Source: an optimization exercise on an open RTL-to-GDS flow (aim: small area, a short achievable clock period and few clock cycles per item). Production flows keep margins and buffers that such runs may drop.
RTL that was checked went through simulation tests only; none was proved equivalent to the original.
Power figures rest on the tool's default switching activity, not on a simulated workload.

==> trial 87 <==
// mult32x32_fast
module mult32x32_fast (
    input logic clk,
    input logic reset,
    input logic start,
    input logic [31:0] a,
    input logic [31:0] b,
    output logic busy,
    output logic [63:0] product
);
==> flow/config.mk <==
export PLATFORM = sky130hd
export DESIGN_NAME = mult32x32_fast
export DESIGN_NICKNAME = mult32x32_fast
export VERILOG_FILES = /design/flow/design.v
export SDC_FILE = /design/flow/constraint.sdc
export NUM_CORES = 4
export LEC_CHECK = 0
export CAP_MARGIN = 20
export CORE_MARGIN = 2
export CORE_UTILIZATION = 40
export SETUP_SLACK_MARGIN = 4.0
export SLEW_MARGIN = 20
export SYNTH_HIERARCHICAL = 1
export SYNTH_MINIMUM_KEEP_SIZE = 0
export TNS_END_PERCENT = 0
==> flow/constraint.sdc <==
create_clock -name core_clock -period 10.0 [get_ports {clk}]
set_input_delay 2.0000 -clock core_clock [delete_from_list [all_inputs] [get_ports {clk}]]
set_output_delay 2.0000 -clock core_clock [all_outputs]
set_load 0.01 [all_outputs]
standard.sh (not shown) runs the stock make flow with config.mk's settings and CLKGATE_MAP_FILE= SYNTH_SCRIPT=/design/flow/synth_recipe.tcl, a recipe that flattens the netlist after the stock synthesis.
==> flow/flow/run.sh <==
#!/bin/bash
# Own layout flow: the standard synthesis and layout (standard.sh), with two changes:
#  - before floorplanning, every combinational cell of the synthesized netlist is set to
#    the smallest drive strength of its footprint (flow/resize.py); registers are untouched,
#    and the layout's repair steps size cells up again where needed;
#  - ports are buffered with buf_2 instead of the default port buffer.
# Each tool's output goes to a log file in this folder.
set -euo pipefail
R=orfs/results/sky130hd/mult32x32_fast/base
export BUFFER_PORTS_ARGS="-buffer_cell sky130_fd_sc_hd__buf_2"
bash standard.sh synth > synth.log 2>&1
python3 flow/resize.py "$FLOW_HOME/platforms/sky130hd/lib/sky130_fd_sc_hd__tt_025C_1v80.lib" $R/1_2_yosys.v > resize.log 2>&1
touch $R/1_2_yosys.v
bash standard.sh > layout.log 2>&1
==> flow/flow/resize.py <==
#!/usr/bin/env python3
"""Size the combinational cells of the synthesized netlist by the fanout they drive:
each cell gets the variant of its footprint (same function and pins) whose drive suits its
fanout: the smallest for a fanout up to FO1, drive 2 up to FO2, else drive 4.
Flip-flops, latches and tie cells are left as synthesis made them. The layout's own repair
steps size cells again where slew, capacitance or timing need it.
usage: resize.py LIBERTY NETLIST [FO1 FO2]"""
import re, sys, collections
lib, path = sys.argv[1], sys.argv[2]
FO1 = int(sys.argv[3]) if len(sys.argv) > 3 else 5
FO2 = int(sys.argv[4]) if len(sys.argv) > 4 else 12
area, foot, seq, outs = {}, {}, set(), collections.defaultdict(set)
cur = None; pin = None
for line in open(lib):
    m = re.search(r'^\s*cell\s*\(\s*"?(sky130_fd_sc_hd__\w+)"?\s*\)', line)
    if m:
        cur = m.group(1); pin = None; continue
    if cur is None:
        continue
    m = re.search(r'^\s*area\s*:\s*([\d.]+)', line)
    if m: area[cur] = float(m.group(1))
    m = re.search(r'cell_footprint\s*:\s*"([^"]+)"', line)
    if m: foot[cur] = m.group(1)
    if re.search(r'^\s*(ff|latch|statetable)\s*\(', line): seq.add(cur)
    m = re.search(r'^\s*pin\s*\(\s*"?(\w+)"?\s*\)', line)
    if m: pin = m.group(1)
    if pin and re.search(r'direction\s*:\s*"?output', line): outs[cur].add(pin)
fam = collections.defaultdict(list)
for c, f in foot.items():
    if c in seq or "lpflow" in c or "probe" in c or c not in area:
        continue
    fam[f].append(c)
def strength(c):
    m = re.search(r'_(\d+)$', c)
    return int(m.group(1)) if m else 1
for f in fam:
    fam[f].sort(key=lambda c: (strength(c), area[c]))
text = open(path).read()
inst_re = re.compile(r'^(\s*)(sky130_fd_sc_hd__\w+)(\s+)(\S+)(\s*\((.*?)\);)', re.M | re.S)
insts = []
fanout = collections.Counter()
for m in inst_re.finditer(text):
    cell = m.group(2)
    conns = re.findall(r'\.(\w+)\(([^()]*)\)', m.group(6))
    o = [n.strip() for p, n in conns if p in outs.get(cell, ())]
    for p, n in conns:
        if p not in outs.get(cell, ()):
            fanout[n.strip()] += 1
    insts.append((m.start(2), m.end(2), cell, o))
out = []
last = 0
changes = collections.Counter()
for s, e, cell, o in insts:
    new = cell
    if cell not in seq and cell in foot and "conb" not in cell and foot[cell] in fam:
        fo = max([fanout[n] for n in o] + [0])
        want = 0 if fo <= FO1 else (2 if fo <= FO2 else 4)
        vs = fam[foot[cell]]
        ok = [v for v in vs if strength(v) >= want] or [vs[-1]]
        # the smallest area that gives the drive; among equal areas the strongest
        new = min(ok, key=lambda v: (area[v], -strength(v)))
    out.append(text[last:s]); out.append(new); last = e
    if new != cell: changes[(cell, new)] += 1
out.append(text[last:])
open(path, "w").write("".join(out))
for (a, b), n in sorted(changes.items()):
    print(f"{a} -> {b}: {n}")
==> trial 83 (differences from trial 87) <==
--- a/flow/design.v
+++ b/flow/design.v
@@ -629,37 +629,37 @@
 wire pt27 = a[27] & mt3;
 wire pt28 = a[28] & mt3;
 wire pt29 = a[29] & mt3;
 wire pt30 = a[30] & mt3;
 wire pt31 = a[31] & mt3;
 wire s1, c2;
-mha us1 (.x(acc[0]), .y(neg0), .s(s1), .c(c2));
+mha us1 (.x(neg0), .y(acc[0]), .s(s1), .c(c2));
 wire s3, c4;
 mha us3 (.x(acc[1]), .y(c2), .s(s3), .c(c4));
 wire s5, c6;
-mfa us5 (.x(c4), .y(neg1), .z(acc[2]), .s(s5), .c(c6));
+mfa us5 (.x(c4), .y(acc[2]), .z(neg1), .s(s5), .c(c6));
 wire s7, c8;
-mha us7 (.x(s5), .y(pp0_2), .s(s7), .c(c8));
+mha us7 (.x(pp0_2), .y(pp1_0), .s(s7), .c(c8));
 wire s9, c10;
 mfa us9 (.x(pp0_3), .y(c6), .z(acc[3]), .s(s9), .c(c10));
 wire s11, c12;
 mha us11 (.x(pp1_1), .y(c8), .s(s11), .c(c12));
 wire s13, c14;
-mfa us13 (.x(pp0_4), .y(neg2), .z(acc[4]), .s(s13), .c(c14));
+mfa us13 (.x(pp0_4), .y(acc[4]), .z(neg2), .s(s13), .c(c14));
 wire s15, c16;
 mfa us15 (.x(c10), .y(pp2_0), .z(pp1_2), .s(s15), .c(c16));
 wire s17, c18;
 mha us17 (.x(c12), .y(s13), .s(s17), .c(c18));
 wire s19, c20;
 mfa us19 (.x(pp1_3), .y(pp0_5), .z(acc[5]), .s(s19), .c(c20));
 wire s21, c22;
 mfa us21 (.x(s19), .y(c14), .z(pp2_1), .s(s21), .c(c22));
 wire s23, c24;
 mha us23 (.x(c18), .y(c16), .s(s23), .c(c24));
 wire s25, c26;
-mfa us25 (.x(pp0_6), .y(neg3), .z(acc[6]), .s(s25), .c(c26));
+mfa us25 (.x(pp0_6), .y(acc[6]), .z(neg3), .s(s25), .c(c26));
 wire s27, c28;
 mfa us27 (.x(pp3_0), .y(pp2_2), .z(pp1_4), .s(s27), .c(c28));
 wire s29, c30;
 mfa us29 (.x(s27), .y(s25), .z(c20), .s(s29), .c(c30));
 wire s31, c32;
 mha us31 (.x(c22), .y(s29), .s(s31), .c(c32));
@@ -669,13 +669,13 @@
 mfa us35 (.x(c26), .y(pp3_1), .z(pp2_3), .s(s35), .c(c36));
 wire s37, c38;
 mfa us37 (.x(s35), .y(s33), .z(c28), .s(s37), .c(c38));
 wire s39, c40;
 mha us39 (.x(c30), .y(c32), .s(s39), .c(c40));
 wire s41, c42;
-mfa us41 (.x(pp0_8), .y(neg4), .z(acc[8]), .s(s41), .c(c42));
+mfa us41 (.x(pp0_8), .y(acc[8]), .z(neg4), .s(s41), .c(c42));
 wire s43, c44;
 mfa us43 (.x(pp3_2), .y(pp2_4), .z(pp1_6), .s(s43), .c(c44));
 wire s45, c46;
 mfa us45 (.x(s41), .y(c34), .z(pp4_0), .s(s45), .c(c46));
 wire s47, c48;
 mfa us47 (.x(s45), .y(c36), .z(s43), .s(s47), .c(c48));
@@ -689,13 +689,13 @@
 mfa us55 (.x(s51), .y(c44), .z(c42), .s(s55), .c(c56));
 wire s57, c58;
 mfa us57 (.x(s55), .y(c46), .z(s53), .s(s57), .c(c58));
 wire s59, c60;
 mha us59 (.x(c48), .y(s57), .s(s59), .c(c60));
 wire s61, c62;
-mfa us61 (.x(pp0_10), .y(neg5), .z(acc[10]), .s(s61), .c(c62));
+mfa us61 (.x(pp0_10), .y(acc[10]), .z(neg5), .s(s61), .c(c62));
 wire s63, c64;
 mfa us63 (.x(pp3_4), .y(pp2_6), .z(pp1_8), .s(s63), .c(c64));
 wire s65, c66;
 mfa us65 (.x(c52), .y(pp5_0), .z(pp4_2), .s(s65), .c(c66));
 wire s67, c68;
 mfa us67 (.x(s63), .y(s61), .z(c54), .s(s67), .c(c68));
@@ -713,13 +713,13 @@
 mfa us79 (.x(c66), .y(s75), .z(s73), .s(s79), .c(c80));
 wire s81, c82;
 mfa us81 (.x(s79), .y(c68), .z(s77), .s(s81), .c(c82));
 wire s83, c84;
 mha us83 (.x(c70), .y(c72), .s(s83), .c(c84));
 wire s85, c86;
-mfa us85 (.x(pp0_12), .y(neg6), .z(acc[12]), .s(s85), .c(c86));
+mfa us85 (.x(pp0_12), .y(acc[12]), .z(neg6), .s(s85), .c(c86));
 wire s87, c88;
 mfa us87 (.x(pp3_6), .y(pp2_8), .z(pp1_10), .s(s87), .c(c88));
 wire s89, c90;
 mfa us89 (.x(pp6_0), .y(pp5_2), .z(pp4_4), .s(s89), .c(c90));
 wire s91, c92;
 mfa us91 (.x(s85), .y(c76), .z(c74), .s(s91), .c(c92));
@@ -741,13 +741,13 @@
 mfa us107 (.x(c92), .y(s103), .z(s99), .s(s107), .c(c108));
 wire s109, c110;
 mfa us109 (.x(s107), .y(c94), .z(s105), .s(s109), .c(c110));
 wire s111, c112;
 mha us111 (.x(c96), .y(s109), .s(s111), .c(c112));
 wire s113, c114;
-mfa us113 (.x(pp0_14), .y(neg7), .z(acc[14]), .s(s113), .c(c114));
+mfa us113 (.x(pp0_14), .y(acc[14]), .z(neg7), .s(s113), .c(c114));
 wire s115, c116;
 mfa us115 (.x(pp3_8), .y(pp2_10), .z(pp1_12), .s(s115), .c(c116));
 wire s117, c118;
 mfa us117 (.x(pp6_2), .y(pp5_4), .z(pp4_6), .s(s117), .c(c118));
 wire s119, c120;
 mfa us119 (.x(c102), .y(c100), .z(pp7_0), .s(s119), .c(c120));
@@ -1186,13 +1186,13 @@
 wire s553 = ~(pp7_32 ^ pt30);
 wire c554 = pp7_32 | pt30;
 wire s555, c556;
 mha us555 (.x(c550), .y(s553), .s(s555), .c(c556));
 wire s557, c558;
 mfa us557 (.x(c554), .y(pt31), .z(sn7), .s(s557), .c(c558));
-wire [47:0] ra = {c556, s555, c548, s547, c536, s535, c520, s519, c500, s499, c476, s475, c448, s447, c416, s415, c384, c368, c352, c336, c320, c304, c288, c272, c256, c240, c224, c208, c192, c176, c160, c144, c128, c112, c98, c84, s81, c60, c50, s47, s37, c24, s21, s17, s9, pp1_0, s3, s1};
+wire [47:0] ra = {c556, s555, c548, s547, c536, s535, c520, s519, c500, s499, c476, s475, c448, s447, c416, s415, c384, c368, c352, c336, c320, c304, c288, c272, c256, c240, c224, c208, c192, c176, c160, c144, c128, c112, c98, c84, s81, c60, c50, s47, s37, c24, s21, s17, s9, s5, s3, s1};
 wire [47:0] rb = {s557, c552, s551, c542, s541, c528, s527, c510, s509, c488, s487, c462, s461, c432, s431, c400, s399, s383, s367, s351, s335, s319, s303, s287, s271, s255, s239, s223, s207, s191, s175, s159, s143, s127, s111, s97, s83, s71, s59, s49, s39, s31, s23, s15, s11, s7, pp0_1, pp0_0};
 wire ag0, ap0;
 mpg upg0 (.x(hsr[0]), .y(hcr[0]), .g(ag0), .p(ap0));
 wire ag1, ap1;
 mpg upg1 (.x(hsr[1]), .y(hcr[1]), .g(ag1), .p(ap1));
 wire ag2, ap2;
@@ -1948,13 +1948,13 @@
 always_ff @(posedge clk, posedge reset) begin
 	if (reset) busy <= 1'b0;
 	else busy <= go & (b[31:16] != 16'd0);
 end
 always_ff @(posedge clk) begin
 	if (go | busy) begin
-		hsr <= {c556, s555, c548, s547, c536, s535, c520, s519, c500, s499, c476, s475, c448, s447, c416, s415, c384, c368, c352, c336, c320, c304, c288, c272, c256, c240, c224, c208, c192, c176, c160, c144, c128, c112, c98, c84, s81, c60, c50, s47, s37, c24, s21, s17, s9, pp1_0, s3, s1};
+		hsr <= {c556, s555, c548, s547, c536, s535, c520, s519, c500, s499, c476, s475, c448, s447, c416, s415, c384, c368, c352, c336, c320, c304, c288, c272, c256, c240, c224, c208, c192, c176, c160, c144, c128, c112, c98, c84, s81, c60, c50, s47, s37, c24, s21, s17, s9, s5, s3, s1};
 		hcr <= {s557, c552, s551, c542, s541, c528, s527, c510, s509, c488, s487, c462, s461, c432, s431, c400, s399, s383, s367, s351, s335, s319, s303, s287, s271, s255, s239, s223, s207, s191, s175, s159, s143, s127, s111, s97, s83, s71, s59, s49, s39, s31, s23, s15, s11, s7, pp0_1, pp0_0};
 		two <= busy;
 	end
 	if (busy) L <= sum[15:0];
 end
 assign product = two ? {sum, L} : {16'd0, sum};
==> flow/flow/run.sh (replaced) <==
#!/bin/bash
# Own layout flow: the standard synthesis and layout (standard.sh), with these changes:
#  - before floorplanning, each combinational cell of the synthesized netlist gets the drive
#    strength its fanout calls for (flow/resize.py): the smallest variant of its footprint for
#    a small fanout, larger ones for large fanouts. Registers are untouched; the layout's repair
#    steps size cells again where slew, capacitance or timing need it;
#  - ports are buffered with buf_2 instead of the default port buffer;
#  - timing repair only sizes cells up and swaps pins (no buffering or cloning), and the
#    repair after global routing is skipped (the repair after clock tree synthesis remains).
# Each tool's output goes to a log file in this folder.
set -euo pipefail
R=orfs/results/sky130hd/mult32x32_fast/base
export BUFFER_PORTS_ARGS="-buffer_cell sky130_fd_sc_hd__buf_2"
export SKIP_INCREMENTAL_REPAIR=1
export SETUP_MOVE_SEQUENCE="sizeup,swap"
bash standard.sh synth > synth.log 2>&1
python3 flow/resize.py "$FLOW_HOME/platforms/sky130hd/lib/sky130_fd_sc_hd__tt_025C_1v80.lib" $R/1_2_yosys.v 5 12 '(one|two|neg)[0-9]+_[0-9]+' > resize.log 2>&1
touch $R/1_2_yosys.v
bash standard.sh > layout.log 2>&1
--- a/flow/flow/resize.py
+++ b/flow/flow/resize.py
@@ -1,17 +1,19 @@
 #!/usr/bin/env python3
 """Size the combinational cells of the synthesized netlist by the fanout they drive:
 each cell gets the variant of its footprint (same function and pins) whose drive suits its
 fanout: the smallest for a fanout up to FO1, drive 2 up to FO2, else drive 4.
 Flip-flops, latches and tie cells are left as synthesis made them. The layout's own repair
 steps size cells again where slew, capacitance or timing need it.
-usage: resize.py LIBERTY NETLIST [FO1 FO2]"""
+Cells driving a net whose name matches STRONG (a regular expression) get drive 4.
+usage: resize.py LIBERTY NETLIST [FO1 FO2 [STRONG]]"""
 import re, sys, collections
 lib, path = sys.argv[1], sys.argv[2]
 FO1 = int(sys.argv[3]) if len(sys.argv) > 3 else 5
 FO2 = int(sys.argv[4]) if len(sys.argv) > 4 else 12
+STRONG = re.compile(sys.argv[5]) if len(sys.argv) > 5 else None
 area, foot, seq, outs = {}, {}, set(), collections.defaultdict(set)
 cur = None; pin = None
 for line in open(lib):
     m = re.search(r'^\s*cell\s*\(\s*"?(sky130_fd_sc_hd__\w+)"?\s*\)', line)
     if m:
         cur = m.group(1); pin = None; continue
@@ -52,12 +54,14 @@
 changes = collections.Counter()
 for s, e, cell, o in insts:
     new = cell
     if cell not in seq and cell in foot and "conb" not in cell and foot[cell] in fam:
         fo = max([fanout[n] for n in o] + [0])
         want = 0 if fo <= FO1 else (2 if fo <= FO2 else 4)
+        if STRONG and any(STRONG.fullmatch(n) for n in o):
+            want = 4
         vs = fam[foot[cell]]
         ok = [v for v in vs if strength(v) >= want] or [vs[-1]]
         # the smallest area that gives the drive; among equal areas the strongest
         new = min(ok, key=lambda v: (area[v], -strength(v)))
     out.append(text[last:s]); out.append(new); last = e
     if new != cell: changes[(cell, new)] += 1
CTS_BUF_LIST = sky130_fd_sc_hd__clkbuf_4 sky130_fd_sc_hd__clkbuf_8   (was unset)
GPL_ROUTABILITY_DRIVEN = 0   (was unset)
SETUP_SLACK_MARGIN = 4.8   (was 4.0)
==> build 18 (differences from trial 87) <==
--- a/flow/design.v
+++ b/flow/design.v
@@ -629,37 +629,37 @@
 wire pt27 = a[27] & mt3;
 wire pt28 = a[28] & mt3;
 wire pt29 = a[29] & mt3;
 wire pt30 = a[30] & mt3;
 wire pt31 = a[31] & mt3;
 wire s1, c2;
-mha us1 (.x(acc[0]), .y(neg0), .s(s1), .c(c2));
+mha us1 (.x(neg0), .y(acc[0]), .s(s1), .c(c2));
 wire s3, c4;
 mha us3 (.x(acc[1]), .y(c2), .s(s3), .c(c4));
 wire s5, c6;
-mfa us5 (.x(c4), .y(neg1), .z(acc[2]), .s(s5), .c(c6));
+mfa us5 (.x(c4), .y(acc[2]), .z(neg1), .s(s5), .c(c6));
 wire s7, c8;
-mha us7 (.x(s5), .y(pp0_2), .s(s7), .c(c8));
+mha us7 (.x(pp0_2), .y(pp1_0), .s(s7), .c(c8));
 wire s9, c10;
 mfa us9 (.x(pp0_3), .y(c6), .z(acc[3]), .s(s9), .c(c10));
 wire s11, c12;
 mha us11 (.x(pp1_1), .y(c8), .s(s11), .c(c12));
 wire s13, c14;
-mfa us13 (.x(pp0_4), .y(neg2), .z(acc[4]), .s(s13), .c(c14));
+mfa us13 (.x(pp0_4), .y(acc[4]), .z(neg2), .s(s13), .c(c14));
 wire s15, c16;
 mfa us15 (.x(c10), .y(pp2_0), .z(pp1_2), .s(s15), .c(c16));
 wire s17, c18;
 mha us17 (.x(c12), .y(s13), .s(s17), .c(c18));
 wire s19, c20;
 mfa us19 (.x(pp1_3), .y(pp0_5), .z(acc[5]), .s(s19), .c(c20));
 wire s21, c22;
 mfa us21 (.x(s19), .y(c14), .z(pp2_1), .s(s21), .c(c22));
 wire s23, c24;
 mha us23 (.x(c18), .y(c16), .s(s23), .c(c24));
 wire s25, c26;
-mfa us25 (.x(pp0_6), .y(neg3), .z(acc[6]), .s(s25), .c(c26));
+mfa us25 (.x(pp0_6), .y(acc[6]), .z(neg3), .s(s25), .c(c26));
 wire s27, c28;
 mfa us27 (.x(pp3_0), .y(pp2_2), .z(pp1_4), .s(s27), .c(c28));
 wire s29, c30;
 mfa us29 (.x(s27), .y(s25), .z(c20), .s(s29), .c(c30));
 wire s31, c32;
 mha us31 (.x(c22), .y(s29), .s(s31), .c(c32));
@@ -669,13 +669,13 @@
 mfa us35 (.x(c26), .y(pp3_1), .z(pp2_3), .s(s35), .c(c36));
 wire s37, c38;
 mfa us37 (.x(s35), .y(s33), .z(c28), .s(s37), .c(c38));
 wire s39, c40;
 mha us39 (.x(c30), .y(c32), .s(s39), .c(c40));
 wire s41, c42;
-mfa us41 (.x(pp0_8), .y(neg4), .z(acc[8]), .s(s41), .c(c42));
+mfa us41 (.x(pp0_8), .y(acc[8]), .z(neg4), .s(s41), .c(c42));
 wire s43, c44;
 mfa us43 (.x(pp3_2), .y(pp2_4), .z(pp1_6), .s(s43), .c(c44));
 wire s45, c46;
 mfa us45 (.x(s41), .y(c34), .z(pp4_0), .s(s45), .c(c46));
 wire s47, c48;
 mfa us47 (.x(s45), .y(c36), .z(s43), .s(s47), .c(c48));
@@ -689,13 +689,13 @@
 mfa us55 (.x(s51), .y(c44), .z(c42), .s(s55), .c(c56));
 wire s57, c58;
 mfa us57 (.x(s55), .y(c46), .z(s53), .s(s57), .c(c58));
 wire s59, c60;
 mha us59 (.x(c48), .y(s57), .s(s59), .c(c60));
 wire s61, c62;
-mfa us61 (.x(pp0_10), .y(neg5), .z(acc[10]), .s(s61), .c(c62));
+mfa us61 (.x(pp0_10), .y(acc[10]), .z(neg5), .s(s61), .c(c62));
 wire s63, c64;
 mfa us63 (.x(pp3_4), .y(pp2_6), .z(pp1_8), .s(s63), .c(c64));
 wire s65, c66;
 mfa us65 (.x(c52), .y(pp5_0), .z(pp4_2), .s(s65), .c(c66));
 wire s67, c68;
 mfa us67 (.x(s63), .y(s61), .z(c54), .s(s67), .c(c68));
@@ -713,13 +713,13 @@
 mfa us79 (.x(c66), .y(s75), .z(s73), .s(s79), .c(c80));
 wire s81, c82;
 mfa us81 (.x(s79), .y(c68), .z(s77), .s(s81), .c(c82));
 wire s83, c84;
 mha us83 (.x(c70), .y(c72), .s(s83), .c(c84));
 wire s85, c86;
-mfa us85 (.x(pp0_12), .y(neg6), .z(acc[12]), .s(s85), .c(c86));
+mfa us85 (.x(pp0_12), .y(acc[12]), .z(neg6), .s(s85), .c(c86));
 wire s87, c88;
 mfa us87 (.x(pp3_6), .y(pp2_8), .z(pp1_10), .s(s87), .c(c88));
 wire s89, c90;
 mfa us89 (.x(pp6_0), .y(pp5_2), .z(pp4_4), .s(s89), .c(c90));
 wire s91, c92;
 mfa us91 (.x(s85), .y(c76), .z(c74), .s(s91), .c(c92));
@@ -741,13 +741,13 @@
 mfa us107 (.x(c92), .y(s103), .z(s99), .s(s107), .c(c108));
 wire s109, c110;
 mfa us109 (.x(s107), .y(c94), .z(s105), .s(s109), .c(c110));
 wire s111, c112;
 mha us111 (.x(c96), .y(s109), .s(s111), .c(c112));
 wire s113, c114;
-mfa us113 (.x(pp0_14), .y(neg7), .z(acc[14]), .s(s113), .c(c114));
+mfa us113 (.x(pp0_14), .y(acc[14]), .z(neg7), .s(s113), .c(c114));
 wire s115, c116;
 mfa us115 (.x(pp3_8), .y(pp2_10), .z(pp1_12), .s(s115), .c(c116));
 wire s117, c118;
 mfa us117 (.x(pp6_2), .y(pp5_4), .z(pp4_6), .s(s117), .c(c118));
 wire s119, c120;
 mfa us119 (.x(c102), .y(c100), .z(pp7_0), .s(s119), .c(c120));
@@ -1186,13 +1186,13 @@
 wire s553 = ~(pp7_32 ^ pt30);
 wire c554 = pp7_32 | pt30;
 wire s555, c556;
 mha us555 (.x(c550), .y(s553), .s(s555), .c(c556));
 wire s557, c558;
 mfa us557 (.x(c554), .y(pt31), .z(sn7), .s(s557), .c(c558));
-wire [47:0] ra = {c556, s555, c548, s547, c536, s535, c520, s519, c500, s499, c476, s475, c448, s447, c416, s415, c384, c368, c352, c336, c320, c304, c288, c272, c256, c240, c224, c208, c192, c176, c160, c144, c128, c112, c98, c84, s81, c60, c50, s47, s37, c24, s21, s17, s9, pp1_0, s3, s1};
+wire [47:0] ra = {c556, s555, c548, s547, c536, s535, c520, s519, c500, s499, c476, s475, c448, s447, c416, s415, c384, c368, c352, c336, c320, c304, c288, c272, c256, c240, c224, c208, c192, c176, c160, c144, c128, c112, c98, c84, s81, c60, c50, s47, s37, c24, s21, s17, s9, s5, s3, s1};
 wire [47:0] rb = {s557, c552, s551, c542, s541, c528, s527, c510, s509, c488, s487, c462, s461, c432, s431, c400, s399, s383, s367, s351, s335, s319, s303, s287, s271, s255, s239, s223, s207, s191, s175, s159, s143, s127, s111, s97, s83, s71, s59, s49, s39, s31, s23, s15, s11, s7, pp0_1, pp0_0};
 wire ag0, ap0;
 mpg upg0 (.x(hsr[0]), .y(hcr[0]), .g(ag0), .p(ap0));
 wire ag1, ap1;
 mpg upg1 (.x(hsr[1]), .y(hcr[1]), .g(ag1), .p(ap1));
 wire ag2, ap2;
@@ -1948,13 +1948,13 @@
 always_ff @(posedge clk, posedge reset) begin
 	if (reset) busy <= 1'b0;
 	else busy <= go & (b[31:16] != 16'd0);
 end
 always_ff @(posedge clk) begin
 	if (go | busy) begin
-		hsr <= {c556, s555, c548, s547, c536, s535, c520, s519, c500, s499, c476, s475, c448, s447, c416, s415, c384, c368, c352, c336, c320, c304, c288, c272, c256, c240, c224, c208, c192, c176, c160, c144, c128, c112, c98, c84, s81, c60, c50, s47, s37, c24, s21, s17, s9, pp1_0, s3, s1};
+		hsr <= {c556, s555, c548, s547, c536, s535, c520, s519, c500, s499, c476, s475, c448, s447, c416, s415, c384, c368, c352, c336, c320, c304, c288, c272, c256, c240, c224, c208, c192, c176, c160, c144, c128, c112, c98, c84, s81, c60, c50, s47, s37, c24, s21, s17, s9, s5, s3, s1};
 		hcr <= {s557, c552, s551, c542, s541, c528, s527, c510, s509, c488, s487, c462, s461, c432, s431, c400, s399, s383, s367, s351, s335, s319, s303, s287, s271, s255, s239, s223, s207, s191, s175, s159, s143, s127, s111, s97, s83, s71, s59, s49, s39, s31, s23, s15, s11, s7, pp0_1, pp0_0};
 		two <= busy;
 	end
 	if (busy) L <= sum[15:0];
 end
 assign product = two ? {sum, L} : {16'd0, sum};
==> flow/flow/run.sh (replaced) <==
#!/bin/bash
# Own layout flow: the standard synthesis and layout (standard.sh), with these changes:
#  - before floorplanning, each combinational cell of the synthesized netlist gets the drive
#    strength its fanout calls for (flow/resize.py): the smallest variant of its footprint for
#    a small fanout, larger ones for large fanouts. Registers are untouched; the layout's repair
#    steps size cells again where slew, capacitance or timing need it;
#  - ports are buffered with buf_2 instead of the default port buffer;
#  - timing repair only sizes cells up and swaps pins (no buffering or cloning), and the
#    repair after global routing is skipped (the repair after clock tree synthesis remains).
# Each tool's output goes to a log file in this folder.
set -euo pipefail
R=orfs/results/sky130hd/mult32x32_fast/base
export BUFFER_PORTS_ARGS="-buffer_cell sky130_fd_sc_hd__buf_2"
export SKIP_INCREMENTAL_REPAIR=1
export SETUP_MOVE_SEQUENCE="sizeup,swap"
bash standard.sh synth > synth.log 2>&1
python3 flow/resize.py "$FLOW_HOME/platforms/sky130hd/lib/sky130_fd_sc_hd__tt_025C_1v80.lib" $R/1_2_yosys.v > resize.log 2>&1
touch $R/1_2_yosys.v
bash standard.sh > layout.log 2>&1
CORE_UTILIZATION = 50   (was 40)
CTS_BUF_LIST = sky130_fd_sc_hd__clkbuf_4 sky130_fd_sc_hd__clkbuf_8   (was unset)
SETUP_SLACK_MARGIN = 4.8   (was 4.0)
==> results.txt <==
item	trial 87	trial 83	build 18
Outcome	no timing/DRC/antenna violations	no timing/DRC/antenna violations	no timing/DRC/antenna violations
Multi-input gate share of the layout cell area	71.9%	73.4%	73.6%
Worst-path cell with the longest stage delay	sky130_fd_sc_hd__xor2_1	sky130_fd_sc_hd__fa_1	sky130_fd_sc_hd__a31oi_2
Launching instance or port of the critical path	hcr[1]	b[1]	b[4]
Critical path start-end classification	flop to flop	input pin to flop	input pin to flop
Min Tclk post-route	5890 ps	5430 ps	5470 ps
Delay of the slowest cell on the worst path	600 ps	510 ps	670 ps
Total number of cells along the worst setup path	13	11	11
Post-DR wirelength/cell	24.4 um	24.5 um	25.7 um
Total Routed Length	60300 um	60500 um	59800 um
Seq pwr	0.00137 W	0.00138 W	0.00138 W
ClkCell Share	2.94%	2.13%	1.99%
Rows	78	79	69
Top cell by count, worst path	sky130_fd_sc_hd__fa_1	sky130_fd_sc_hd__fa_1	sky130_fd_sc_hd__fa_2
Critical hold path startpoint	busy	hcr[0]	hcr[0]
Clock latency on the worst-skew pair	430 ps	460 ps	460 ps
First-pass GRT wire length	91500 um	91900 um	92300 um
Worst R2R Start	hcr[1]	hcr[9]	hsr[5]
Vias in the first global route	14600	14900	14900
Testbench counts of trial 87, summed over its fixed seeds: cycles 4,794, items 3,200.
No functional check of the RTL was part of trial 83 and build 18.

[afterwards: timing with drivers on the ports]
The flow's constraints put no driver on any port. The routed layouts listed below were extracted and timed again, unchanged, in two steps.
Step 1 assumes that a clkbuf_16 drives the clock port and a buf_2 every other input.
Step 2 adds t to the input delays and takes it off the output delays; t is the mean of the earliest and latest rising clock arrival at the registers after step 1. Input paths then give back, and output paths get back, about the clock's delay inside the block.
Three values: ideal ports, drivers, drivers and shift; two values: the first two.
| run | t (ns) | setup WS [ns] | worst data-port slew with drivers (ns) | pins driven straight from the clock port |
|---|---|---|---|---|
| trial 87 | 0.462 | 4.113 / 4.113 / 3.704 | 0.05 | 1 |
| trial 83 | 0.499 | 4.565 / 4.531 / 4.092 | 0.06 | 1 |
| build 18 | 0.493 | 4.532 / 4.550 / 4.057 | 0.04 | 1 |
After both steps setup and hold are still met in every run listed. The setup slack of build 18, which loses most, moves by +0.018 ns with the drivers and by -0.475 ns with both steps.
